This is an optimization exercise on Yosys and OpenROAD, whose aim is small area, a short achievable clock period and few clock cycles, not a production implementation. Function was checked by simulation only, so behaviour that the tests miss may differ from the original. Power and IR drop assume default switching activity.

==> flow/design.v (outline; a module is shown in full before it is edited, if it fits) <==
// module aoi222: 3 lines
// module aoi22: 3 lines
// module rdmux32: 12 lines
// module fa_cell: 3 lines
// module ha_cell: 3 lines
// module booth_digit: 7 lines
// module mul_booth: 1925 lines
// module riscv: 211 lines
module riscv (input  logic        clk, clr,
              input  logic [31:0] RD_instr, RD_data,
              output logic [31:0] PCF,
              output logic [31:0] ALUResultM, WriteDataM,
              output logic        MemWriteM,
              output logic [3:0]  byteEnable);
  // ...
==> flow/flow/run.sh <==
#!/bin/bash
set -euo pipefail
R=orfs/results/sky130hd/riscv/base
DU="sky130_fd_sc_hd__probe_p_8 sky130_fd_sc_hd__probec_p_8 sky130_fd_sc_hd__lpflow_bleeder_1 sky130_fd_sc_hd__lpflow_clkbufkapwr_1 sky130_fd_sc_hd__lpflow_clkbufkapwr_16 sky130_fd_sc_hd__lpflow_clkbufkapwr_2 sky130_fd_sc_hd__lpflow_clkbufkapwr_4 sky130_fd_sc_hd__lpflow_clkbufkapwr_8 sky130_fd_sc_hd__lpflow_clkinvkapwr_1 sky130_fd_sc_hd__lpflow_clkinvkapwr_16 sky130_fd_sc_hd__lpflow_clkinvkapwr_2 sky130_fd_sc_hd__lpflow_clkinvkapwr_4 sky130_fd_sc_hd__lpflow_clkinvkapwr_8 sky130_fd_sc_hd__lpflow_decapkapwr_12 sky130_fd_sc_hd__lpflow_decapkapwr_3 sky130_fd_sc_hd__lpflow_decapkapwr_4 sky130_fd_sc_hd__lpflow_decapkapwr_6 sky130_fd_sc_hd__lpflow_decapkapwr_8 sky130_fd_sc_hd__lpflow_inputiso0n_1 sky130_fd_sc_hd__lpflow_inputiso0p_1 sky130_fd_sc_hd__lpflow_inputiso1n_1 sky130_fd_sc_hd__lpflow_inputiso1p_1 sky130_fd_sc_hd__lpflow_inputisolatch_1 sky130_fd_sc_hd__lpflow_isobufsrc_1 sky130_fd_sc_hd__lpflow_isobufsrc_16 sky130_fd_sc_hd__lpflow_isobufsrc_2 sky130_fd_sc_hd__lpflow_isobufsrc_4 sky130_fd_sc_hd__lpflow_isobufsrc_8 sky130_fd_sc_hd__lpflow_isobufsrckapwr_16 sky130_fd_sc_hd__lpflow_lsbuf_lh_hl_isowell_tap_1 sky130_fd_sc_hd__lpflow_lsbuf_lh_hl_isowell_tap_2 sky130_fd_sc_hd__lpflow_lsbuf_lh_hl_isowell_tap_4 sky130_fd_sc_hd__lpflow_lsbuf_lh_isowell_4 sky130_fd_sc_hd__lpflow_lsbuf_lh_isowell_tap_1 sky130_fd_sc_hd__lpflow_lsbuf_lh_isowell_tap_2 sky130_fd_sc_hd__lpflow_lsbuf_lh_isowell_tap_4 sky130_fd_sc_hd__clkdlybuf4s* sky130_fd_sc_hd__dlygate4sd* sky130_fd_sc_hd__dlymetal6s* sky130_fd_sc_hd__a2111oi_0 sky130_fd_sc_hd__a21boi_0 sky130_fd_sc_hd__and2_0 sky130_fd_sc_hd__einvn_0 sky130_fd_sc_hd__o21ai_0 sky130_fd_sc_hd__o311ai_0 sky130_fd_sc_hd__or2_0"

bash standard.sh synth > std_synth.log 2>&1
cp $R/1_2_yosys.v std_1_2_yosys.v
cp orfs/logs/sky130hd/riscv/base/1_2_yosys.log std_1_2_yosys.log

sed "s|SYNTH_SCRIPT=[^ ]*|SYNTH_SCRIPT=$PWD/flow/synth_split.tcl|" standard.sh > split.sh
rm -f $R/1_2_yosys.v $R/1_2_yosys.sdc $R/1_synth.odb $R/1_synth.sdc
bash split.sh "DONT_USE_CELLS=$DU" synth > split_synth.log 2>&1
python3 flow/regcheck.py std_1_2_yosys.v $R/1_2_yosys.v > regcheck.log 2>&1

bash split.sh SETUP_SLACK_MARGIN=7.5 "DONT_USE_CELLS=$DU" finish > layout.log 2>&1
==> flow/flow/regcheck.py <==
#!/usr/bin/env python3
"""regcheck.py STD.v NEW.v: exit 1 unless both netlists hold the same registers (instance names
and cell types, drive strength aside)."""
import re, sys

def regs(path):
    text = open(path).read()
    out = {}
    for typ, name in re.findall(r'^\s*(sky130_fd_sc_hd__\w+)\s+(\S+)\s*\(', text, re.M):
        base = re.sub(r'_\d+$', '', typ)
        if re.search(r'__(s?e?df|dl)', base):
            out[name] = base
    return out

a, b = regs(sys.argv[1]), regs(sys.argv[2])
bad = [n for n in set(a) | set(b) if a.get(n) != b.get(n)]
print(f"registers: standard {len(a)}, this synthesis {len(b)}, differing {len(bad)}")
for n in sorted(bad)[:20]:
    print(f"  {n}: {a.get(n)} vs {b.get(n)}")
sys.exit(1 if bad else 0)
==> flow/flow/synth_split.tcl <==
# The standard synthesis script (synth_recipe.tcl), except that technology mapping with ABC
# runs per module: the small gate modules (aoi222, aoi22, rdmux32, booth_digit) with ORFS's speed
# script, which maps each small module to few complex cells, and every other module with ORFS's area
# script.  Registers are mapped before ABC runs, so they are the standard synthesis's.
proc synth {args} { yosys synth -nofsm -noshare {*}$args }
proc abc {args} {
  set speed_mods {aoi222 aoi22 rdmux32 booth_digit}
  set base [list]
  set skip 0
  foreach a $args {
    if {$skip} { set skip 0; continue }
    if {$a eq "-script"} { set skip 1; continue }
    lappend base $a
  }
  set sd $::env(SCRIPTS_DIR)
  yosys abc -script $sd/abc_speed.script {*}$base {*}$speed_mods
  set rest [list *]
  foreach m $speed_mods { lappend rest $m %d }
  yosys abc -script $sd/abc_area.script {*}$base {*}$rest
}
source $::env(SCRIPTS_DIR)/synth.tcl
# left out here: clear keep_hierarchy, flatten, clean up, hide names made inside functions, write 1_2_yosys.v
==> flow/standard.sh <==
#!/bin/bash
# synth_recipe.tcl (not shown) runs the flow's synth.tcl, then flattens the netlist and writes it again
# the make line also repeats each setting of config.mk as NAME=value (left out here)
make -C /OpenROAD-flow-scripts/flow DESIGN_CONFIG=/design/flow/config.mk WORK_HOME=/design/flow/orfs CLKGATE_MAP_FILE= SYNTH_SCRIPT=/design/flow/synth_recipe.tcl "${@:-finish}"
==> flow/config.mk <==
export PLATFORM = sky130hd
export DESIGN_NAME = riscv
export DESIGN_NICKNAME = riscv
export VERILOG_FILES = /design/flow/design.v
export SDC_FILE = /design/flow/constraint.sdc
export NUM_CORES = 8
export LEC_CHECK = 0
export CAP_MARGIN = 20
export CORE_MARGIN = 2
export CORE_UTILIZATION = 45
export SLEW_MARGIN = 20
export SYNTH_HIERARCHICAL = 1
==> flow/constraint.sdc <==
create_clock -name core_clock -period 12.0 [get_ports {clk}]
set_input_delay 2.4000 -clock core_clock [delete_from_list [all_inputs] [get_ports {clk}]]
set_output_delay 2.4000 -clock core_clock [all_outputs]
set_load 0.01 [all_outputs]
==> run notes, run 1 <==
- The group drawing the most power is combinational logic.
- CTS placed an instance of clkbuf_16 at the clock tree root.
- The synthesized netlist devotes between 10 and 15% of its cell area to adder and majority cells.
- The number of buffers inserted during clock tree synthesis is ~160.
- The register with the most flip-flops in the layout has approximately 990 of them.
- The worst-margin pin slew is ~1.3 ns.
- The most common cell after layout, fill and taps aside is nand2_1.
- The maximum number of pins on one net before global-route repair is 91.
- In the layout the tool counted multi-input logic cells amounting to 6844.
- The number of vias after detailed routing is slightly below 90000.
- The biggest area consumer among synthesized cells is edfxtp_1.
- The complex-gate fraction of the synthesized area is 16.2%.
- The timing-limited maximum frequency is 0.196 GHz.
- The met2 routed wirelength is 187 mm.
- The power dissipated in the clock network is 0.00521 W.
- Dividing the detail-routed via count by the number of cells gives approximately 6.7.
- The analysis attributes to cell leakage a power of ~44 nW.
- The number of global-route vias before repair is just over 80000.
- The worst-case setup margin in the final layout is between 6 and 7 ns.
- The worst setup path category is flip-flop to flip-flop.
- The met1 track utilization from global routing is 50.6%.
- The fraction of area in non-clock buffers is 4.37%.
- The startpoint identified for the worst hold timing path is isLdE.
- Data arrives at the worst endpoint at just under 6 ns.
- The initial utilization of the core area, before any placement, comes to about 45%.
- The smallest clock period supported by the final layout is computed as between 5 and 6 ns.
- Cells fill 52.7% of the core in the end.
- The final number of max-transition violations was 0.
- The combinational power share is 67.5%.
- After clock tree synthesis, the clock-pin slew on the worst setup and hold paths is ~0.06 ns.
- The flow ran to the end and the layout has no timing, DRC or antenna violations.
- The average instance in the mapped netlist occupies 10.1 sq um.
- The post-route netlist has approximately 14% of its cells at a drive strength greater than 1.
- The most instantiated flip-flop cell in the synthesis netlist is edfxtp_1.
- The total length of routed wires is around 450 mm.
- In the synthesized netlist, the number of instances is between 9000 and 10000.
Testbench counts, summed over its fixed seeds: cycles 17,224.
==> module riscv, before the edit <==
module riscv (input  logic        clk, clr,
              input  logic [31:0] RD_instr, RD_data,
              output logic [31:0] PCF,
              output logic [31:0] ALUResultM, WriteDataM,
              output logic        MemWriteM,
              output logic [3:0]  byteEnable);
    logic        stallF, redirE, predF, takeTgtF;
    logic [31:0] pcTgtF;
    logic [31:0] targetE;
    logic [31:1] pcF;
    assign PCF = {pcF, 1'b0};
    always_ff @(posedge clk or posedge clr)
        if (clr)           pcF <= '0;
        else if (takeTgtF) pcF <= pcTgtF[31:1];
        else if (redirE)   pcF <= targetE[31:1];
        else if (!stallF)  pcF <= pcF + 31'd1 + 31'd1;
    wire [31:0] iF   = RD_instr;
    wire [4:0]  op   = iF[6:2];
    wire [2:0]  f3   = iF[14:12];
    wire [4:0]  rdF  = iF[11:7];
    wire [4:0]  rs1F = iF[19:15];
    wire [4:0]  rs2F = iF[24:20];
    wire isLUI   = op == 5'b01101;
    wire isAUIPC = op == 5'b00101;
    wire isJAL   = op == 5'b11011;
    wire isJALR  = op == 5'b11001;
    wire isBr    = op == 5'b11000;
    wire isLd    = op == 5'b00000;
    wire isSt    = op == 5'b01000;
    wire isOpI   = op == 5'b00100;
    wire isOp    = op == 5'b01100;
    wire isMul   = isOp & iF[25];
    wire isAlu   = isOpI | isOp & ~iF[25];
    wire writesRd = isLUI | isAUIPC | isJAL | isJALR | isLd | isOpI | isOp;
    wire useRs1   = ~op[0] | ~op[2] & ~op[1];
    wire useRs2   = op[3] & ~op[0];
    wire [31:0] immI = {{20{iF[31]}}, iF[31:20]};
    wire [31:0] immS = {{20{iF[31]}}, iF[31:25], iF[11:7]};
    wire [31:0] immB = {{20{iF[31]}}, iF[7], iF[30:25], iF[11:8], 1'b0};
    wire [31:0] immJ = {{12{iF[31]}}, iF[19:12], iF[20], iF[30:21], 1'b0};
    wire [31:0] immU = {iF[31:12], 12'b0};
    assign predF  = isJAL | isBr & iF[31];
    assign pcTgtF = {pcF, 1'b0} + (iF[3] ? immJ : immB);
    assign takeTgtF = predF & ~stallF & ~redirE;
    wire [31:0] immF = (isLUI | isAUIPC) ? immU : predF ? 32'd4 : isBr ? immB : isSt ? immS : immI;
    wire subF   = isOp & iF[30] & (f3 == 3'b000) | (isAlu & f3[2:1] == 2'b01);
    wire selAdd = isAlu & (f3 == 3'b000) | isLd | isSt;
    wire selSlt = isAlu & (f3[2:1] == 2'b01);
    wire selSh  = isAlu & (f3[1:0] == 2'b01);
    wire selXor = isAlu & (f3 == 3'b100);
    wire selOr  = isAlu & (f3 == 3'b110);
    wire selAnd = isAlu & (f3 == 3'b111);
    wire bImm   = isOpI | isLd | isSt | isJALR;
    logic [31:0] regs [31:1];
    logic        regwW;
    logic [4:0]  rdW;
    logic [31:0] resW;
    logic [31:1] wdec;
    always_comb
        for (int k = 1; k < 32; k++) wdec[k] = regwW & (rdW == k);
    genvar gi;
    generate
        for (gi = 1; gi < 32; gi = gi + 1) begin : g_rf
            always_ff @(posedge clk)
                if (wdec[gi]) regs[gi] <= resW;
        end
    endgenerate
    logic [31:0] sel1, sel2, r1F, r2F;
    assign sel1[0] = regwW & (rdW == rs1F) & (rs1F != 5'd0);
    assign sel2[0] = regwW & (rdW == rs2F) & (rs2F != 5'd0);
    always_comb
        for (int k = 1; k < 32; k++) begin
            sel1[k] = (rs1F == k) & ~wdec[k];
            sel2[k] = (rs2F == k) & ~wdec[k];
        end
    genvar bi, ki;
    generate
        for (bi = 0; bi < 32; bi = bi + 1) begin : g_rd
            wire [31:0] col;
            assign col[0] = resW[bi];
            for (ki = 1; ki < 32; ki = ki + 1) begin : g_c
                assign col[ki] = regs[ki][bi];
            end
            rdmux32 u1 (.sel(sel1), .d(col), .y(r1F[bi]));
            rdmux32 u2 (.sel(sel2), .d(col), .y(r2F[bi]));
        end
    endgenerate
    logic        regwE, isLdE, isMulE, isStE, isBrE, isJALRE, predE;
    logic        ldmulE;    
    logic [4:0]  rdE;
    logic [31:0] aE, bE, immE;
    logic [31:1] pcE;
    logic [2:0]  f3E;
    logic        fAME, fAWE, fBME, fBWE;
    logic        subE, selAddE, selSltE, selShE, selXorE, selOrE, selAndE, bImmE;
    logic        selLuiE, selAuipcE, selLinkE;    
    logic        shLeftE, shArithE, saE, sbE, mulHiE;
    logic        regwM, isLdM, isMulM, mulHiM;
    logic [4:0]  rdM;
    logic [2:0]  f3M;
    assign stallF = ldmulE & ((useRs1 & (rdE == rs1F)) | (useRs2 & (rdE == rs2F)));
    wire bubble = stallF | redirE;
    always_ff @(posedge clk or posedge clr)
        if (clr) begin
            regwE <= 1'b0; isLdE <= 1'b0; isMulE <= 1'b0; isStE <= 1'b0; ldmulE <= 1'b0;
            isBrE <= 1'b0; isJALRE <= 1'b0;
        end else if (bubble) begin
            regwE <= 1'b0; isLdE <= 1'b0; isMulE <= 1'b0; isStE <= 1'b0; ldmulE <= 1'b0;
            isBrE <= 1'b0; isJALRE <= 1'b0;
        end else begin
            regwE   <= writesRd & (rdF != 5'd0);
            ldmulE  <= (isLd | isMul) & (rdF != 5'd0);
            isLdE   <= isLd;
            isMulE  <= isMul;
            isStE   <= isSt;
            isBrE   <= isBr;
            isJALRE <= isJALR;
        end
    always_ff @(posedge clk) begin
        rdE  <= rdF;
        aE   <= r1F;
        bE   <= r2F;
        immE <= immF;
        pcE  <= pcF;
        f3E  <= f3;
        fAME <= regwE & (rdE == rs1F);
        fAWE <= regwM & (rdM == rs1F) & ~(regwE & (rdE == rs1F));
        fBME <= regwE & (rdE == rs2F);
        fBWE <= regwM & (rdM == rs2F) & ~(regwE & (rdE == rs2F));
        subE <= subF;
        selAddE <= selAdd; selSltE <= selSlt; selShE <= selSh; selXorE <= selXor;
        selOrE <= selOr; selAndE <= selAnd; bImmE <= bImm;
        selLuiE <= isLUI; selAuipcE <= isAUIPC | isJAL; selLinkE <= isJALR;
        predE <= iF[31];
        shLeftE  <= ~f3[2];
        shArithE <= iF[30] & f3[2];
        saE    <= f3[1] ^ f3[0];
        sbE    <= ~f3[1] & f3[0];
        mulHiE <= f3[1] | f3[0];
    end
    wire [31:0] A   = fAME ? ALUResultM : fAWE ? resW : aE;
    wire [31:0] B   = fBME ? ALUResultM : fBWE ? resW : bE;
    wire [31:0] opB = bImmE ? immE : B;
    wire [32:0] sum = {1'b0, A} + {1'b0, opB ^ {32{subE}}} + {32'b0, subE};
    wire ltU = ~sum[32];
    wire ltS = (A[31] ^ opB[31]) ? A[31] : sum[31];
    wire brEq  = A == B;
    wire brLtU = A < B;
    wire brLtS = (A[31] ^ B[31]) ? A[31] : brLtU;
    wire [31:0] pcImmE = {pcE, 1'b0} + immE;
    logic [31:0] shIn, shOut, shRes;
    always_comb
        for (int k = 0; k < 32; k++) shIn[k] = shLeftE ? A[31-k] : A[k];
    assign shOut = 32'($signed({shArithE & A[31], shIn}) >>> opB[4:0]);
    always_comb
        for (int k = 0; k < 32; k++) shRes[k] = shLeftE ? shOut[31-k] : shOut[k];
    wire slt = f3E[0] ? ltU : ltS;
    wire [31:0] resE = ({32{selAddE}}   & sum[31:0])
                     | ({32{selSltE}}   & {31'b0, slt})
                     | ({32{selShE}}    & shRes)
                     | ({32{selXorE}}   & (A ^ opB))
                     | ({32{selOrE}}    & (A | opB))
                     | ({32{selAndE}}   & (A & opB))
                     | ({32{selLuiE}}   & immE)
                     | ({32{selAuipcE}} & pcImmE)
                     | ({32{selLinkE}}  & {pcF, 1'b0});
    logic taken;
    always_comb
        case (f3E[2:1])
            2'b00:   taken = brEq ^ f3E[0];
            2'b10:   taken = brLtS ^ f3E[0];
            2'b11:   taken = brLtU ^ f3E[0];
            default: taken = 1'b0;
        endcase
    assign redirE  = isBrE & (taken ^ predE) | isJALRE;
    assign targetE = isJALRE ? {sum[31:1], 1'b0} : pcImmE;
    wire [63:0] prodM;
    mul_booth mul (.clk(clk), .a(A), .bm(ALUResultM), .bw(resW), .br(bE), .fm(fBME), .fw(fBWE),
                   .sa(saE), .sb(sbE), .p(prodM));
    always_ff @(posedge clk or posedge clr)
        if (clr) begin
            MemWriteM <= 1'b0; regwM <= 1'b0; isLdM <= 1'b0; isMulM <= 1'b0;
        end else begin
            MemWriteM <= isStE; regwM <= regwE; isLdM <= isLdE; isMulM <= isMulE;
        end
    always_ff @(posedge clk) begin
        ALUResultM <= resE;
        WriteDataM <= f3E[1] ? B : f3E[0] ? {2{B[15:0]}} : {4{B[7:0]}};
        byteEnable <= f3E[1] ? 4'b1111 :
                      f3E[0] ? (sum[1] ? 4'b1100 : 4'b0011) :
                      (4'b0001 << sum[1:0]);
        rdM    <= rdE;
        f3M    <= f3E;
        mulHiM <= mulHiE;
    end
    wire [7:0]  ldByte = ALUResultM[1] ? (ALUResultM[0] ? RD_data[31:24] : RD_data[23:16])
                                       : (ALUResultM[0] ? RD_data[15:8]  : RD_data[7:0]);
    wire [15:0] ldHalf = ALUResultM[1] ? RD_data[31:16] : RD_data[15:0];
    wire [31:0] ldData = f3M[1] ? RD_data :
                         f3M[0] ? {{16{~f3M[2] & ldHalf[15]}}, ldHalf} :
                                  {{24{~f3M[2] & ldByte[7]}}, ldByte};
    wire [31:0] mulRes = mulHiM ? prodM[63:32] : prodM[31:0];
    wire [31:0] resM   = isLdM ? ldData : isMulM ? mulRes : ALUResultM;
    always_ff @(posedge clk or posedge clr)
        if (clr) regwW <= 1'b0;
        else     regwW <= regwM;
    always_ff @(posedge clk) begin
        resW <= resM;
        rdW  <= rdM;
    end
endmodule
==> run 2: changes to the inputs <==
--- a/flow/design.v
+++ b/flow/design.v
@@ -16,6 +16,12 @@
     aoi22 u_last (.a0(sel[30]), .b0(d[30]), .a1(sel[31]), .b1(d[31]), .y(n[10]));
     assign y = ~(&n);
 endmodule
+module rdsel (input logic [4:0] rs, input logic regw, input logic [4:0] rd,
+              input logic [31:1] wdec, output logic [31:0] sel);
+    assign sel[0] = regw & (rd == rs) & (rs != 5'd0);
+    always_comb
+        for (int k = 1; k < 32; k++) sel[k] = (rs == k) & ~wdec[k];
+endmodule
 module fa_cell (input logic a, b, c, output logic s, co);
   assign {co, s} = a + b + c;
 endmodule
@@ -2021,14 +2027,11 @@
                 if (wdec[gi]) regs[gi] <= resW;
         end
     endgenerate
-    logic [31:0] sel1, sel2, r1F, r2F;
-    assign sel1[0] = regwW & (rdW == rs1F) & (rs1F != 5'd0);
-    assign sel2[0] = regwW & (rdW == rs2F) & (rs2F != 5'd0);
-    always_comb
-        for (int k = 1; k < 32; k++) begin
-            sel1[k] = (rs1F == k) & ~wdec[k];
-            sel2[k] = (rs2F == k) & ~wdec[k];
-        end
+    logic [31:0] sel1lo, sel1hi, sel2lo, sel2hi, r1F, r2F;
+    rdsel u_s1lo (.rs(rs1F), .regw(regwW), .rd(rdW), .wdec(wdec), .sel(sel1lo));
+    rdsel u_s1hi (.rs(rs1F), .regw(regwW), .rd(rdW), .wdec(wdec), .sel(sel1hi));
+    rdsel u_s2lo (.rs(rs2F), .regw(regwW), .rd(rdW), .wdec(wdec), .sel(sel2lo));
+    rdsel u_s2hi (.rs(rs2F), .regw(regwW), .rd(rdW), .wdec(wdec), .sel(sel2hi));
     genvar bi, ki;
     generate
         for (bi = 0; bi < 32; bi = bi + 1) begin : g_rd
@@ -2037,8 +2040,8 @@
             for (ki = 1; ki < 32; ki = ki + 1) begin : g_c
                 assign col[ki] = regs[ki][bi];
             end
-            rdmux32 u1 (.sel(sel1), .d(col), .y(r1F[bi]));
-            rdmux32 u2 (.sel(sel2), .d(col), .y(r2F[bi]));
+            rdmux32 u1 (.sel(bi < 16 ? sel1lo : sel1hi), .d(col), .y(r1F[bi]));
+            rdmux32 u2 (.sel(bi < 16 ? sel2lo : sel2hi), .d(col), .y(r2F[bi]));
         end
     endgenerate
     logic        regwE, isLdE, isMulE, isStE, isBrE, isJALRE, predE;
==> flow/flow/run.sh (replaced) <==
#!/bin/bash
set -euo pipefail
R=orfs/results/sky130hd/riscv/base
DU="sky130_fd_sc_hd__probe_p_8 sky130_fd_sc_hd__probec_p_8 sky130_fd_sc_hd__lpflow_bleeder_1 sky130_fd_sc_hd__lpflow_clkbufkapwr_1 sky130_fd_sc_hd__lpflow_clkbufkapwr_16 sky130_fd_sc_hd__lpflow_clkbufkapwr_2 sky130_fd_sc_hd__lpflow_clkbufkapwr_4 sky130_fd_sc_hd__lpflow_clkbufkapwr_8 sky130_fd_sc_hd__lpflow_clkinvkapwr_1 sky130_fd_sc_hd__lpflow_clkinvkapwr_16 sky130_fd_sc_hd__lpflow_clkinvkapwr_2 sky130_fd_sc_hd__lpflow_clkinvkapwr_4 sky130_fd_sc_hd__lpflow_clkinvkapwr_8 sky130_fd_sc_hd__lpflow_decapkapwr_12 sky130_fd_sc_hd__lpflow_decapkapwr_3 sky130_fd_sc_hd__lpflow_decapkapwr_4 sky130_fd_sc_hd__lpflow_decapkapwr_6 sky130_fd_sc_hd__lpflow_decapkapwr_8 sky130_fd_sc_hd__lpflow_inputiso0n_1 sky130_fd_sc_hd__lpflow_inputiso0p_1 sky130_fd_sc_hd__lpflow_inputiso1n_1 sky130_fd_sc_hd__lpflow_inputiso1p_1 sky130_fd_sc_hd__lpflow_inputisolatch_1 sky130_fd_sc_hd__lpflow_isobufsrc_1 sky130_fd_sc_hd__lpflow_isobufsrc_16 sky130_fd_sc_hd__lpflow_isobufsrc_2 sky130_fd_sc_hd__lpflow_isobufsrc_4 sky130_fd_sc_hd__lpflow_isobufsrc_8 sky130_fd_sc_hd__lpflow_isobufsrckapwr_16 sky130_fd_sc_hd__lpflow_lsbuf_lh_hl_isowell_tap_1 sky130_fd_sc_hd__lpflow_lsbuf_lh_hl_isowell_tap_2 sky130_fd_sc_hd__lpflow_lsbuf_lh_hl_isowell_tap_4 sky130_fd_sc_hd__lpflow_lsbuf_lh_isowell_4 sky130_fd_sc_hd__lpflow_lsbuf_lh_isowell_tap_1 sky130_fd_sc_hd__lpflow_lsbuf_lh_isowell_tap_2 sky130_fd_sc_hd__lpflow_lsbuf_lh_isowell_tap_4 sky130_fd_sc_hd__clkdlybuf4s* sky130_fd_sc_hd__dlygate4sd* sky130_fd_sc_hd__dlymetal6s*"

bash standard.sh synth > std_synth.log 2>&1
cp $R/1_2_yosys.v std_1_2_yosys.v
cp orfs/logs/sky130hd/riscv/base/1_2_yosys.log std_1_2_yosys.log

sed "s|SYNTH_SCRIPT=[^ ]*|SYNTH_SCRIPT=$PWD/flow/synth_split.tcl|" standard.sh > split.sh
rm -f $R/1_2_yosys.v $R/1_2_yosys.sdc $R/1_synth.odb $R/1_synth.sdc
bash split.sh synth > split_synth.log 2>&1
python3 flow/regcheck.py std_1_2_yosys.v $R/1_2_yosys.v > regcheck.log 2>&1

bash split.sh SETUP_SLACK_MARGIN=7.5 "DONT_USE_CELLS=$DU" finish > layout.log 2>&1
--- a/flow/flow/synth_split.tcl
+++ b/flow/flow/synth_split.tcl
@@ -1,10 +1,10 @@
 # The standard synthesis script (synth_recipe.tcl), except that technology mapping with ABC
-# runs per module: the small gate modules (aoi222, aoi22, rdmux32, booth_digit) with ORFS's speed
+# runs per module: the small gate modules (aoi222, aoi22, rdmux32, booth_digit, rdsel) with ORFS's speed
 # script, which maps each small module to few complex cells, and every other module with ORFS's area
 # script.  Registers are mapped before ABC runs, so they are the standard synthesis's.
 proc synth {args} { yosys synth -nofsm -noshare {*}$args }
 proc abc {args} {
-  set speed_mods {aoi222 aoi22 rdmux32 booth_digit}
+  set speed_mods {aoi222 aoi22 rdmux32 booth_digit rdsel}
   set base [list]
   set skip 0
   foreach a $args {
==> run notes, run 2 <==
- The flow ran to the end, but the layout failed its checks.
- The violated checks flagged are max-capacitance violations, max-slew violations.
- After clock tree synthesis, the flow added hold-fix buffers numbering 0.
- Per report_power, the clock group accounts for between 10 and 15% of the total.
- The final layout contains approximately 11000 nets.
- The most instantiated flip-flop cell in the synthesis netlist is edfxtp_1.
- Together, buffers and inverters on the worst path number 3.
- The detailed-route wire length per cell is 35.4 um.
- In this design, the stage delay of the slowest critical-path cell is about 1.4 ns.
- The number of endpoints failing setup at the final stage is 0.
- In this run the power density over the cells is 348 mW/mm^2.
- The number of vias after detailed routing came to 89017 (+1.8%).
- The via density per instance is 6.75 (+0.22%).
- The timing-limited maximum frequency was 0.187 GHz (-4.6%).
- The tool flagged a number of max-cap violations equal to 1.
- The static power due to leakage is 44.5 nW (+1.4%).
- The count of distinct cell types in the synthesized netlist is 73.
- The number of buffers inserted during clock tree synthesis is 171 (+4.3%).
- The clock edge transition at the registers on the reported setup and hold paths is 0.06 ns (about the same).
- The number of global-route vias before repair came to 83449 (+1.2%).
- The CTS sink count is about 1500.
- The total length of routed wires was 467 mm (+4.8%).
- The starting utilization of the core area was 45.2% (about the same).
- regs holds more flip-flops than any other register.
- Timing analysis after detailed placement gives a worst setup slack of ~5.2 ns.
- The portion of the clock cycle consumed by the worst path in the final layout is approximately 45%.
- Compared with the post-synthesis result, the final layout area differs by 17.3%.
- The register bit total from synthesis is 1547.
- The remaining antenna violation count is 0.
- The mean post-synth cell area is 10.0 sq um (-0.32%).
- Of all cell types, the one taking the most synthesized area is edfxtp_1.
- The terminating pin of the worst hold path is isMulM.
- The highest fanout seen on the critical path is 14.
- The synthesized netlist occupies a cell area of 0.0969 sq mm.
- In this run the horizontal extent of the chip is roughly 470 um.
- The combinational power share is 66.9% (-0.6 points).
- The first detailed-routing pass ran for 13 iterations.
- The I/O pin count is approximately 170.
- In the layout the commonest cells are nand2_1, edfxtp_1, xor2_1, a222oi_1, inv_1.
- The worst hold path was traced through 0 stages.
- Input and output buffers added on the ports amount to 163.
- The analysis attributes to net switching a power of ~0.02 W.
- The area share of the largest cell type after synthesis is between 30% and 40%.
- Broken down by cell family, the worst path's largest delay share belongs to adder cells.
- The maximum number of pins on one net before global-route repair was 48 (-47%).
- The worst pin sits at a relative slew slack of -20.3%.
- The setup path with the least slack is of type flip-flop to flip-flop.
- The global-route usage over all layers is between 40% and 50%.
- After synthesis, the cell types taking the most area are edfxtp_1, dfxtp_1, fa_1.
- The startpoint of the most critical setup path is fBWE.
- The largest registers in the layout are regs x992, mul.q x242.
- The worst flop-to-flop path startpoint is fBWE.
- The origin of the worst min-delay path is isMulE.
- The core outline area is approximately 0.21 sq mm.
- The post-synthesis instance total is 9651 (+1.4%).
- Among all cell types in the netlist, the one instantiated most often is nand2_1.
- The type of the tightest min-delay check is flip-flop to flip-flop.
- The total of warnings raised by yosys is 10.
- The root buffer cell chosen for the clock tree is clkbuf_16.
- Summing internal, switching and leakage power gives slightly below 0.04 W.
- Between clock sinks in the finished design, the worst skew comes to 0.0711 ns.
- The worst-case setup margin in the final layout is 6.65 ns (-0.247 ns).
- The die extent in y is 468 um.
- The fraction of layout cells with a size suffix above 1 is 14.8% (+0.30 points).
- Of the total power, registers draw a little under a fifth.
- Traced cell by cell, the critical path runs through buf_12 > buf_16 > mux2_1 > mux2i_4 > or2_1 > mux2i_4 > buf_2 > o21ai_0 > xor2_2 > fa_1 > fa_1 > fa_1.
- The finished layout cell area is 0.114 sq mm.
- Row generation in the floorplan step produced 170 rows.
- The flip-flop count of the largest register after layout is 992 (unchanged).
- The maximum buffer depth of the clock tree is 3.
- The number of antenna violations at the first check in global routing is 48.
- The finished layout holds 13196 standard cells, fillers aside.
- The placed instance area is a little over 0.1 sq mm.
- The final count of hold timing violations is 0.
- The sequential cell area fraction in the yosys report is about 42%.
- Summed over all failing endpoints, the final setup total negative slack is 0 ns.
- The switching share of total power is 52.0%.
- The clock tree from TritonCTS is yes.
- Counting stages on the worst path, the most repeated cell is fa_1.
- The clock reaches the later pin of the worst-skew pair after 0.89 ns.
- Global routing finished with a remaining overflow of 0.
- At the end of routability-driven placement, the weighted congestion stood at between 1 and 1.5.
- The setup check on the worst reg-to-reg path leaves a slack of around 6.6 ns.
- Data on the critical path is required at its endpoint by ~13 ns.
- The synthesized design contains 992 enable-type register cells.
- The endpoint kind of the worst setup timing path is a flip-flop.
- The global-route wire length before repair is roughly 640 mm.
- The sum of net half-perimeters after detailed placement is approximately 320 mm.
- In the routed design, unresolved DRC markers number 0.
- The most common cell after layout, fill and taps aside is nand2_1.
- The number of levels the H-tree was split into is 4.
- The worst register-to-register path ends at mul.q[163].
- After synthesis, the most frequently instantiated cells are nand2_1, edfxtp_1, xor2_1, inv_1, a222oi_1.
- The die covers roughly 0.22 sq mm.
- The worst-margin pin slew is 1.79 ns (+0.529 ns).
- The post-route minimum period is 5.35 ns (+0.247 ns).
- The internal power of the cells totals ~0.019 W.
- Setup repair after global routing could not meet its margin everywhere.
- STA classifies the critical path startpoint as a flip-flop.
- The first routing iteration left around 17000 violations.
- The slowest stage of the critical path is the o21ai_0 cell.
- The worst path arrival time is 6.11 ns (+0.26 ns).
- IR analysis of the VDD net gives a maximum drop of approximately 0.0003 V.
- The proportion of synthesized flip-flops having asynchronous set or reset is 2.78%.
- The final number of max-transition violations is 2 (+2).
- The number of cells on the worst reg-to-reg path is 12.
- The count of placed standard cells including taps is ~12000.
run 2: cell types whose count changed in the layout (fill, tap and decap cells not counted), sizes merged, moves of 17 or more:
cell    delta
nor3      +65
clkbuf    +47
buf       +19
nand3     +36
o21ai     -17
a21oi     +17
nand2     -71
inv       +62
clkinv    -21
run 2: logic make-up after synthesis:
kind of cell	Yosys count	synth area share (%)
and+or+nand+nor	3117	14.4
xor gates and xnor gates	781	7.06
buffers and inverters	1206	4.95
muxes	108	1.36
DFF	1547	42.4
other	2	0.00775
adders and majority gates	783	13.8
AOI/OAI and AO/OA	2107	16.0
run 2: Yosys stat by module, one instance, submodules excluded:
module / times used / flip-flops and latches / cells inside / area (sq um)
ha_cell: 44 / 0 / 1 / 12.5
aoi222: 640 / 0 / 1 / 10.0
rdmux32: 64 / 0 / 4 / 23.8
rdsel: 4 / 0 / 60 / 412
riscv: 1 / 1305 / 4665 / 53900
mul_booth: 1 / 242 / 3071 / 20900
fa_cell: 467 / 0 / 1 / 20.0
booth_digit: 17 / 0 / 12 / 100
aoi22: 64 / 0 / 1 / 12.5
run 2: per-stage QoR:
stage               util [%]  hold slack (ns)
finish                  53.0            0.348
global route            53.0            0.356
CTS                     51.7            0.349
global placement        47.5            0.318
detailed placement      47.5            0.334
floorplan                  -            0.310
run 2: area by class of cell:
cell class                      count  area (sq um)
Timing Repair Buffer              804          5030
Clock inverter                     83          1090
Inverter                          749          3410
Multi-Input combinational cell   6910         54500
Antenna cell                       18          45.0
Timing Repair inverter             17           125
Clock buffer                      230          4670
Sequential cell                  1547         41200
Fill cell                       19121        101000
Tap cell                         2838          3550
run 2: routing by layer:
layer | vias up | global-route usage (%) | wire, um
met1 | 43511 | 53.6 | 172000
met2 | 7056 | 60.2 | 195000
met5 | - | 0 | 138
met4 | 20 | 23.3 | 35300
met3 | 1688 | 13.1 | 64900
li1 | 36742 | - | -
run 2: power groups by stage:
stage,combinational [W],clock (W),sequential [W]
floorplan,0.0160,0,0.00746
global placement,0.0246,0,0.00762
detailed placement,0.0249,0,0.00765
CTS,0.0254,0.00551,0.00756
global route,0.0288,0.00571,0.00764
finish,0.0265,0.00549,0.00760
run 2: repair_timing:
item	CTS	global route
buffers inserted	168	171
resized for setup	577	459
gates cloned	21	15
pin swaps	48	118
setup endpoints to repair	353	231
run 2: worst max path at each step:
stage	end	cells past startpoint
global placement	mul.q[117]	13
CTS	bE[21]	8
floorplan	pcF[23]	20
global route	mul.q[163]	12
finish	mul.q[163]	12
detailed placement	mul.q[111]	13
Testbench counts of run 2, summed over its fixed seeds: cycles 17,224.

-- afterwards: timing with drivers on the ports --
How much do the figures lean on ideal ports? The routed layouts below were timed once more, with nothing changed but the port constraints.
Step 1, drivers: a clkbuf_16 drives clk and a buf_2 each remaining input, both assumed.
Step 2 times the ports against the registers' clock, not the clock port: input delays grow and output delays shrink by t, the midpoint of the rising clock arrivals with the driver on.
a / b / c = ideal / step 1 / step 2; a / b = the first two.
| run | t, ns | setup slack, ns | worst setup path after step 2 |
|---|---|---|---|
| run 1 | 0.935 | 6.893 / 6.893 / 6.479 | input to register |
| run 2 | 0.962 | 6.646 / 6.646 / 6.504 | input to register |
For run 1, which loses most, drivers alone change the setup slack by 0.000 ns; drivers and shift together by -0.414 ns.
